This is an optimization exercise on Yosys and OpenROAD, whose aim is small area and a short achievable clock period, not a production implementation.
Function was checked by simulation only, so behaviour that the tests miss may differ from the original.
Power is estimated from default activity; no workload was simulated.

## FIR
module FIR(Dout,
           Din,
           clk,
           reset);
    output  [17:0]  Dout;
    input   [7:0]   Din;
    input           clk, reset;
    reg [7:0]  x1, x2n, x3, x4n, x5, x6n, x7;
    reg [15:0] S;
    wire       rn;       
    rinv ur (reset, rn);
    wire s1, c2;
    fa u2 (x2n[0], x4n[0], 1'b1, s1, c2);
    wire s3, c4;
    fa u4 (x2n[1], x4n[1], c2, s3, c4);
    wire s5, c6;
    fa u6 (x2n[2], x4n[2], c4, s5, c6);
    wire s7, c8;
    fa u8 (x2n[3], x4n[3], c6, s7, c8);
    wire s9, c10;
    fa u10 (x2n[4], x4n[4], c8, s9, c10);
    wire s11, c12;
    fa u12 (x2n[5], x4n[5], c10, s11, c12);
    wire s13, c14;
    fa u14 (x2n[6], x4n[6], c12, s13, c14);
    wire s15, c16;
    fa u16 (x2n[7], x4n[7], c14, s15, c16);
    wire n17 = ~x6n[0];
    wire n18 = ~x6n[1];
    wire n19 = ~x6n[2];
    wire n20 = ~x6n[3];
    wire n21 = ~x6n[4];
    wire n22 = ~x6n[5];
    wire n23 = ~x6n[6];
    wire n24 = ~x6n[7];
    wire n25 = ~s1;
    wire n26 = ~s3;
    wire n27 = ~s5;
    wire n28 = ~s7;
    wire n29 = ~s9;
    wire n30 = ~s11;
    wire n31 = ~s13;
    wire n32 = ~s15;
    wire n33 = ~c16;
    wire n34 = ~x7[0];
    wire n35 = ~x7[1];
    wire n36 = ~x7[2];
    wire n37 = ~x7[3];
    wire n38 = ~x7[4];
    wire n39 = ~x7[5];
    wire n40 = ~x7[6];
    wire n41 = ~x7[7];
    wire s42, c43;
    fa u43 (n17, n34, Din[0], s42, c43);
    wire s44, c45;
    fa u45 (n18, n35, s1, s44, c45);
    wire s46, c47;
    fa u47 (s44, Din[1], c43, s46, c47);
    wire s48, c49;
    fa u49 (x3[0], n19, n36, s48, c49);
    wire s50, c51;
    fa u51 (s48, s3, c45, s50, c51);
    wire s52, c53;
    fa u53 (s50, Din[2], c47, s52, c53);
    wire n54 = ~s52;
    wire s55, c56;
    fa u56 (x3[1], x7[0], n20, s55, c56);
    wire s57, c58;
    fa u58 (n37, c49, s55, s57, c58);
    wire s59, c60;
    fa u60 (s57, s5, c51, s59, c60);
    wire s61, c62;
    fa u62 (s59, Din[3], c53, s61, c62);
    wire s63, c64;
    ha u64 (s52, s61, s63, c64);
    wire s65, c66;
    fa u66 (x3[0], x3[2], x7[1], s65, c66);
    wire s67, c68;
    fa u68 (n17, n21, n38, s67, c68);
    wire s69, c70;
  ...
clock: 12.0 ns
lec_check: 0
cap_margin: 0
core_margin: 2
core_utilization: 40
setup_slack_margin: 5
slew_margin: 0
synth_hierarchical: 1
synth_minimum_keep_size: 0
standard.sh (not shown) runs the stock make flow with config.mk's settings and CLKGATE_MAP_FILE= SYNTH_SCRIPT=/design/flow/synth_recipe.tcl, a recipe that flattens the netlist after the stock synthesis.
==> flow/flow/run.sh <==
#!/bin/bash
# Own layout flow: the standard ORFS flow (standard.sh's make command and
# synthesis, unchanged), with these changes after synthesis:
#  - timing repair aims at a setup slack margin of $MARGIN ns,
#  - port buffers are buf_2 cells (ORFS's default pick is a delay cell),
#  - clock tree: clkbuf_8 buffers, larger sink clusters, no dummy loads.
# ORFS writes each tool's log under orfs/logs/; make's output goes to
# make_*.log in this folder.
set -euo pipefail
MARGIN=5
MAKELINE=$(grep '^make ' standard.sh | sed 's/"\${@:-finish}"//')
run_make() { eval "$MAKELINE"' "$@"'; }
run_make synth > make_synth.log 2>&1
run_make "SETUP_SLACK_MARGIN=$MARGIN" \
  "BUFFER_PORTS_ARGS=-buffer_cell sky130_fd_sc_hd__buf_2" \
  "CTS_ARGS=-sink_clustering_enable -repair_clock_nets -dont_use_dummy_load -buf_list sky130_fd_sc_hd__clkbuf_8 -sink_clustering_size 30 -sink_clustering_max_diameter 100" \
  finish > make_finish.log 2>&1
# everything is built: this only writes out/final.def from the final layout
bash standard.sh finish > make_def.log 2>&1
Change:
--- a/flow/config.mk
+++ b/flow/config.mk
@@ -6,9 +6,9 @@
 export NUM_CORES = 4
 export LEC_CHECK = 0
-export CAP_MARGIN = 0
+export CAP_MARGIN = 20
 export CORE_MARGIN = 2
 export CORE_UTILIZATION = 40
 export SETUP_SLACK_MARGIN = 5
-export SLEW_MARGIN = 0
+export SLEW_MARGIN = 20
 export SYNTH_HIERARCHICAL = 1
 export SYNTH_MINIMUM_KEEP_SIZE = 0
Result:
- critical path depth stays the same
- global-route usage stays the same
- synthesized cell count does not change
- wire length is unchanged
- register-to-register slack is about the same

========
run 1:
The RTL this note starts from:
==> flow/design.v <==
module FIR(Dout,
           Din,
           clk,
           reset);
    output  [17:0]  Dout;
    input   [7:0]   Din;
    input           clk, reset;
    reg [7:0]  x1, x2, x3, x4, x5, x6, x7;
    reg [15:0] S;
    wire s1, c2;
    ha u2 (x2[0], x4[0], s1, c2);
    wire s3, c4;
    fa u4 (x2[1], x4[1], c2, s3, c4);
    wire s5, c6;
    fa u6 (x2[2], x4[2], c4, s5, c6);
    wire s7, c8;
    fa u8 (x2[3], x4[3], c6, s7, c8);
    wire s9, c10;
    fa u10 (x2[4], x4[4], c8, s9, c10);
    wire s11, c12;
    fa u12 (x2[5], x4[5], c10, s11, c12);
    wire s13, c14;
    fa u14 (x2[6], x4[6], c12, s13, c14);
    wire s15, c16;
    fa u16 (x2[7], x4[7], c14, s15, c16);
    wire n17 = ~s1;
    wire n18 = ~s3;
    wire n19 = ~s5;
    wire n20 = ~s7;
    wire n21 = ~s9;
    wire n22 = ~s11;
    wire n23 = ~s13;
    wire n24 = ~s15;
    wire n25 = ~c16;
    wire n26 = ~x7[0];
    wire n27 = ~x7[1];
    wire n28 = ~x7[2];
    wire n29 = ~x7[3];
    wire n30 = ~x7[4];
    wire n31 = ~x7[5];
    wire n32 = ~x7[6];
    wire n33 = ~x7[7];
    wire s34, c35;
    fa u35 (x6[0], n26, Din[0], s34, c35);
    wire s36, c37;
    fa u37 (x6[1], n27, n17, s36, c37);
    wire s38, c39;
    fa u39 (s36, Din[1], c35, s38, c39);
    wire s40, c41;
    fa u41 (x6[2], x3[0], n28, s40, c41);
    wire s42, c43;
    fa u43 (s40, n18, c37, s42, c43);
    wire s44, c45;
    fa u45 (s42, Din[2], c39, s44, c45);
    wire n46 = ~s44;
    wire s47, c48;
    fa u48 (x6[3], x3[1], x7[0], s47, c48);
    wire s49, c50;
    fa u50 (n29, c41, s47, s49, c50);
    wire s51, c52;
    fa u52 (s49, n19, c43, s51, c52);
    wire s53, c54;
    fa u54 (s51, Din[3], c45, s53, c54);
    wire s55, c56;
    ha u56 (s44, s53, s55, c56);
    wire s57, c58;
    fa u58 (x6[0], x6[4], x3[0], s57, c58);
    wire s59, c60;
    fa u60 (x3[2], x7[1], n30, s59, c60);
    wire s61, c62;
    fa u62 (s1, c48, s57, s61, c62);
    wire s63, c64;
    fa u64 (s59, c50, s61, s63, c64);
    wire s65, c66;
    fa u66 (s63, n20, c52, s65, c66);
    wire s67, c68;
    fa u68 (Din[0], Din[4], s65, s67, c68);
    wire s69, c70;
    fa u70 (s67, c54, c56, s69, c70);
    wire s71, c72;
    fa u72 (x6[1], x6[5], x1[0], s71, c72);
    wire s73, c74;
    fa u74 (x5[0], x3[0], x3[1], s73, c74);
    wire s75, c76;
    fa u76 (x3[3], x7[2], n31, s75, c76);
    wire s77, c78;
    fa u78 (s1, c58, c60, s77, c78);
    wire s79, c80;
    fa u80 (s71, s73, s75, s79, c80);
    wire s81, c82;
    fa u82 (s3, c62, s77, s81, c82);
    wire s83, c84;
    fa u84 (s79, c64, s81, s83, c84);
    wire s85, c86;
    fa u86 (Din[1], Din[5], n21, s85, c86);
    wire s87, c88;
    fa u88 (c66, s83, s85, s87, c88);
    wire s89, c90;
    fa u90 (c68, s87, c70, s89, c90);
    wire s91, c92;
    fa u92 (x6[2], x6[6], x1[1], s91, c92);
    wire s93, c94;
    fa u94 (x5[1], x3[1], x3[2], s93, c94);
    wire s95, c96;
    fa u96 (x3[4], x7[3], n32, s95, c96);
    wire s97, c98;
    fa u98 (c72, c74, c76, s97, c98);
    wire s99, c100;
    fa u100 (s91, s93, s95, s99, c100);
    wire s101, c102;
    fa u102 (s3, c78, c80, s101, c102);
    wire s103, c104;
    fa u104 (s97, s99, s5, s103, c104);
    wire s105, c106;
    fa u106 (c82, s101, s103, s105, c106);
    wire s107, c108;
    fa u108 (c84, Din[2], Din[6], s107, c108);
    wire s109, c110;
    fa u110 (s105, n22, c86, s109, c110);
    wire s111, c112;
    fa u112 (s107, c88, s109, s111, c112);
    wire s113, c114;
    ha u114 (s111, c90, s113, c114);
    wire s115, c116;
    fa u116 (x6[3], x6[7], x1[2], s115, c116);
    wire s117, c118;
    fa u118 (x5[2], x3[2], x3[3], s117, c118);
    wire s119, c120;
    fa u120 (x3[5], x7[4], n33, s119, c120);
    wire s121, c122;
    fa u122 (c92, c94, c96, s121, c122);
    wire s123, c124;
    fa u124 (s115, s117, s119, s123, c124);
    wire s125, c126;
    fa u126 (c98, c100, s121, s125, c126);
    wire s127, c128;
    fa u128 (s123, s5, c102, s127, c128);
    wire s129, c130;
    fa u130 (s125, s7, c104, s129, c130);
    wire s131, c132;
    fa u132 (s127, Din[3], Din[7], s131, c132);
    wire s133, c134;
    fa u134 (c106, s129, c108, s133, c134);
    wire s135, c136;
    fa u136 (s131, n23, c110, s135, c136);
    wire s137, c138;
    fa u138 (s133, c112, s135, s137, c138);
    wire s139, c140;
    ha u140 (s137, c114, s139, c140);
    wire s141, c142;
    fa u142 (x6[4], x1[3], x5[3], s141, c142);
    wire s143, c144;
    fa u144 (x3[3], x3[4], x3[6], s143, c144);
    wire s145, c146;
    fa u146 (x7[5], c116, c118, s145, c146);
    wire s147, c148;
    fa u148 (c120, s141, s143, s147, c148);
    wire s149, c150;
    fa u150 (c122, s145, c124, s149, c150);
    wire s151, c152;
    fa u152 (s147, c126, s149, s151, c152);
    wire s153, c154;
    fa u154 (s7, c128, s9, s153, c154);
    wire s155, c156;
    fa u156 (c130, Din[4], s151, s155, c156);
    wire s157, c158;
    fa u158 (c132, s153, s155, s157, c158);
    wire s159, c160;
    fa u160 (c134, s157, n24, s159, c160);
    wire s161, c162;
    fa u162 (c136, c138, s159, s161, c162);
    wire s163, c164;
    ha u164 (s161, c140, s163, c164);
    wire s165, c166;
    fa u166 (x6[5], x1[4], x5[4], s165, c166);
    wire s167, c168;
    fa u168 (x3[4], x3[5], x3[7], s167, c168);
    wire s169, c170;
    fa u170 (x7[6], c142, c144, s169, c170);
    wire s171, c172;
    fa u172 (s165, s167, c146, s171, c172);
    wire s173, c174;
    fa u174 (c148, s169, s171, s173, c174);
    wire s175, c176;
    fa u176 (c150, s173, c152, s175, c176);
    wire s177, c178;
    fa u178 (s9, Din[5], s11, s177, c178);
    wire s179, c180;
    fa u180 (c154, c156, s175, s179, c180);
    wire s181, c182;
    fa u182 (s177, c158, s179, s181, c182);
    wire s183, c184;
    fa u184 (n25, s181, c160, s183, c184);
    wire s185, c186;
    fa u186 (s183, c162, c164, s185, c186);
    wire n187 = ~s185;
    wire s188, c189;
    fa u189 (x6[6], x1[5], x5[5], s188, c189);
    wire s190, c191;
    fa u191 (x3[5], x3[6], x7[7], s190, c191);
    wire s192, c193;
    fa u193 (c166, c168, s188, s192, c193);
    wire s194, c195;
    fa u195 (s190, c170, s192, s194, c195);
    wire s196, c197;
    fa u197 (c172, s194, c174, s196, c197);
    wire s198, c199;
    fa u199 (Din[6], s196, c176, s198, c199);
    wire s200, c201;
    fa u201 (s11, s13, c178, s200, c201);
    wire s202, c203;
    fa u203 (c180, s198, s200, s202, c203);
    wire s204, c205;
    fa u205 (c182, s202, c184, s204, c205);
    wire s206, c207;
    fa u207 (s204, c186, s185, s206, c207);
    wire s208, c209;
    fa u209 (x6[7], x1[6], x5[6], s208, c209);
    wire s210, c211;
    fa u211 (x3[6], x3[7], c189, s210, c211);
    wire s212, c213;
    fa u213 (c191, s208, c193, s212, c213);
    wire s214, c215;
    fa u215 (s210, c195, s212, s214, c215);
    wire s216, c217;
    fa u217 (Din[7], s214, c197, s216, c217);
    wire s218, c219;
    fa u219 (s216, c199, s13, s218, c219);
    wire s220, c221;
    fa u221 (s15, c201, s218, s220, c221);
    wire s222, c223;
    fa u223 (c203, s220, c205, s222, c223);
    wire s224 = ~(s222 ^ c207);
    wire c225 = s222 | c207;
    wire s226, c227;
    fa u227 (x1[7], x5[7], x3[7], s226, c227);
    wire s228, c229;
    fa u229 (c209, s226, c211, s228, c229);
    wire s230, c231;
    fa u231 (c213, s228, c215, s230, c231);
    wire s232, c233;
    fa u233 (s230, c217, c16, s232, c233);
    wire s234, c235;
    fa u235 (s15, c219, s232, s234, c235);
    wire s236, c237;
    fa u237 (c221, s234, c223, s236, c237);
    wire s238 = ~(s236 ^ c225);
    wire c239 = s236 | c225;
    wire s240, c241;
    fa u241 (c227, c229, c231, s240, c241);
    wire s242, c243;
    fa u243 (s240, c16, c233, s242, c243);
    wire s244, c245;
    fa u245 (c235, s242, c237, s244, c245);
    wire s246 = ~(s244 ^ c239);
    wire c247 = s244 | c239;
    wire s248, c249;
    fa u249 (c241, c243, c245, s248, c249);
    wire s250 = ~(s248 ^ c247);
    wire c251 = s248 | c247;
    wire s252 = ~(c249 ^ c251);
    wire c253 = c249 | c251;
    wire [15:0] S_next = {s252, s250, s246, s238, s224, s206, n187, s163, s139, s113, s89, s69, s55, n46, s38, s34};
    always @(posedge clk) begin
        if (reset) begin
            x1 <= 8'd0; x2 <= 8'd0; x3 <= 8'd0; x4 <= 8'd0;
            x5 <= 8'd0; x6 <= 8'd0; x7 <= 8'd0;
            S  <= 16'hFF01;
        end else begin
            x1 <= Din; x2 <= x1; x3 <= x2; x4 <= x3;
            x5 <= x4; x6 <= x5; x7 <= x6;
            S  <= S_next;
        end
    end
    wire [15:0] y;
    outadd ua (S, Din, 1'b0, y);
    assign Dout = {2'b00, y};
endmodule
module outadd(input [15:0] s, input [7:0] d, input [0:0] k, output [15:0] y);
    assign y = s + {5'd0, d, 3'd0} + {8'd0, ~d};
endmodule
module fa(input a, input b, input c, output s, output co);
    assign s = a ^ b ^ c;
    assign co = (a & b) | (a & c) | (b & c);
endmodule
module ha(input a, input b, output s, output co);
    assign s = a ^ b;
    assign co = a & b;
endmodule
make LEC_CHECK=0 CAP_MARGIN=20 CORE_MARGIN=2 CORE_UTILIZATION=40 SETUP_SLACK_MARGIN=5 SLEW_MARGIN=20 SYNTH_HIERARCHICAL=1 SYNTH_MINIMUM_KEEP_SIZE=0 finish   # period 12.0 ns
run.sh (not shown) runs the stock make flow with config.mk's settings and CLKGATE_MAP_FILE= SYNTH_SCRIPT=/design/flow/synth_recipe.tcl, a recipe that flattens the netlist after the stock synthesis.
Stock flow here: none of the scripts above is used.
Run 1: no failed stages, no open violations at the end
Here is what was changed in the inputs of run 2 compared with run 1.
- swapping 5 for 3 in SETUP_SLACK_MARGIN
Results
The run showing the smaller met2 usage in global routing is run 1.
Delta (run 2 minus run 1): via-per-instance ratio higher; via count lower; via count of the first global-routing pass higher; fraction of cell area in non-clock buffers lower.
| final area | run 2 vs run 1 | better |
In the flow results for run 1 and run 2, the proportion of power drawn by combinational gates is smaller on run 2.
Run 1 has higher logic depth of the worst path, buffers included than run 2.
Modified inputs, run 3 compared to run 2
- a change of SETUP_SLACK_MARGIN from 3 to 5
==> flow/flow/run.sh (new file) <==
#!/bin/bash
set -euo pipefail
MARGIN=$(cat flow/margin.txt)
MAKELINE=$(grep '^make ' standard.sh | sed 's/"\${@:-finish}"//')
eval "$MAKELINE SETUP_SLACK_MARGIN=$MARGIN finish" > make_finish.log 2>&1
# everything is built: this only writes out/final.def from the final layout
bash standard.sh finish > make_def.log 2>&1
==> flow/flow/margin.txt (new file) <==
7
==> flow/standard.sh (new file) <==
#!/bin/bash
# synth_recipe.tcl (not shown) runs the flow's synth.tcl, then flattens the netlist and writes it again
# the make line also repeats each setting of config.mk as NAME=value (left out here)
make -C /OpenROAD-flow-scripts/flow DESIGN_CONFIG=/design/flow/config.mk WORK_HOME=/design/flow/orfs CLKGATE_MAP_FILE= SYNTH_SCRIPT=/design/flow/synth_recipe.tcl "${@:-finish}"
removed: flow/run.sh
Compared with run 2, in run 3 total of endpoints with negative setup slack in the final report about even; max-slew headroom at the worst pin fell 0.92 points; power attributed to the clock group increased by 35% relative to the old numbers.
Run 3: done, clean on timing, DRC and antenna
Run 2 | stages: all done | timing, DRC, antenna: all pass
Run 3 vs run 2 — sequential share of layout area dropped 3.0 points.
Final wirelength, run 3 vs run 2: up by a little under 10%
Of the two values seen for worst setup path startpoint, Din[2] was produced by run 3 and Din[4] by run 2.

[re-timing with driven ports]
The results above use ideal ports. As a check the final layouts listed here were re-extracted and re-timed, cells and wires unchanged.
Step 1 sets driving cells, clkbuf_16 on the clock port and buf_2 on the other inputs (assumed; they add their load-dependent delay and slew).
Step 2 times the ports against the registers' clock, not the clock port: input delays grow and output delays shrink by t, the midpoint of the rising clock arrivals with the driver on.
a / b / c = no drivers / after step 1 / after step 2; a / b = the first two.
run | t (ns) | setup WS [ns] | worst data-port slew with drivers (ns) | pins driven straight from the clock port
the first run of note 1 | 0.372 | 5.010 / 4.950 / 4.662 | 0.06 | 1
the second run of note 1 | 0.372 | 5.010 / 4.950 / 4.662 | 0.06 | 1
run 1 | 0.364 | 5.043 / 5.000 / 4.670 | 0.07 | 1
run 2 | 0.378 | 3.943 / 3.903 / 3.903 | 0.04 | 1
run 3 | 0.368 | 5.177 / 5.128 / 4.887 | 0.07 | 1
After both steps every run listed still meets setup and hold. The setup slack of run 1, which loses most, moves by -0.043 ns with the drivers and by -0.373 ns with both steps.
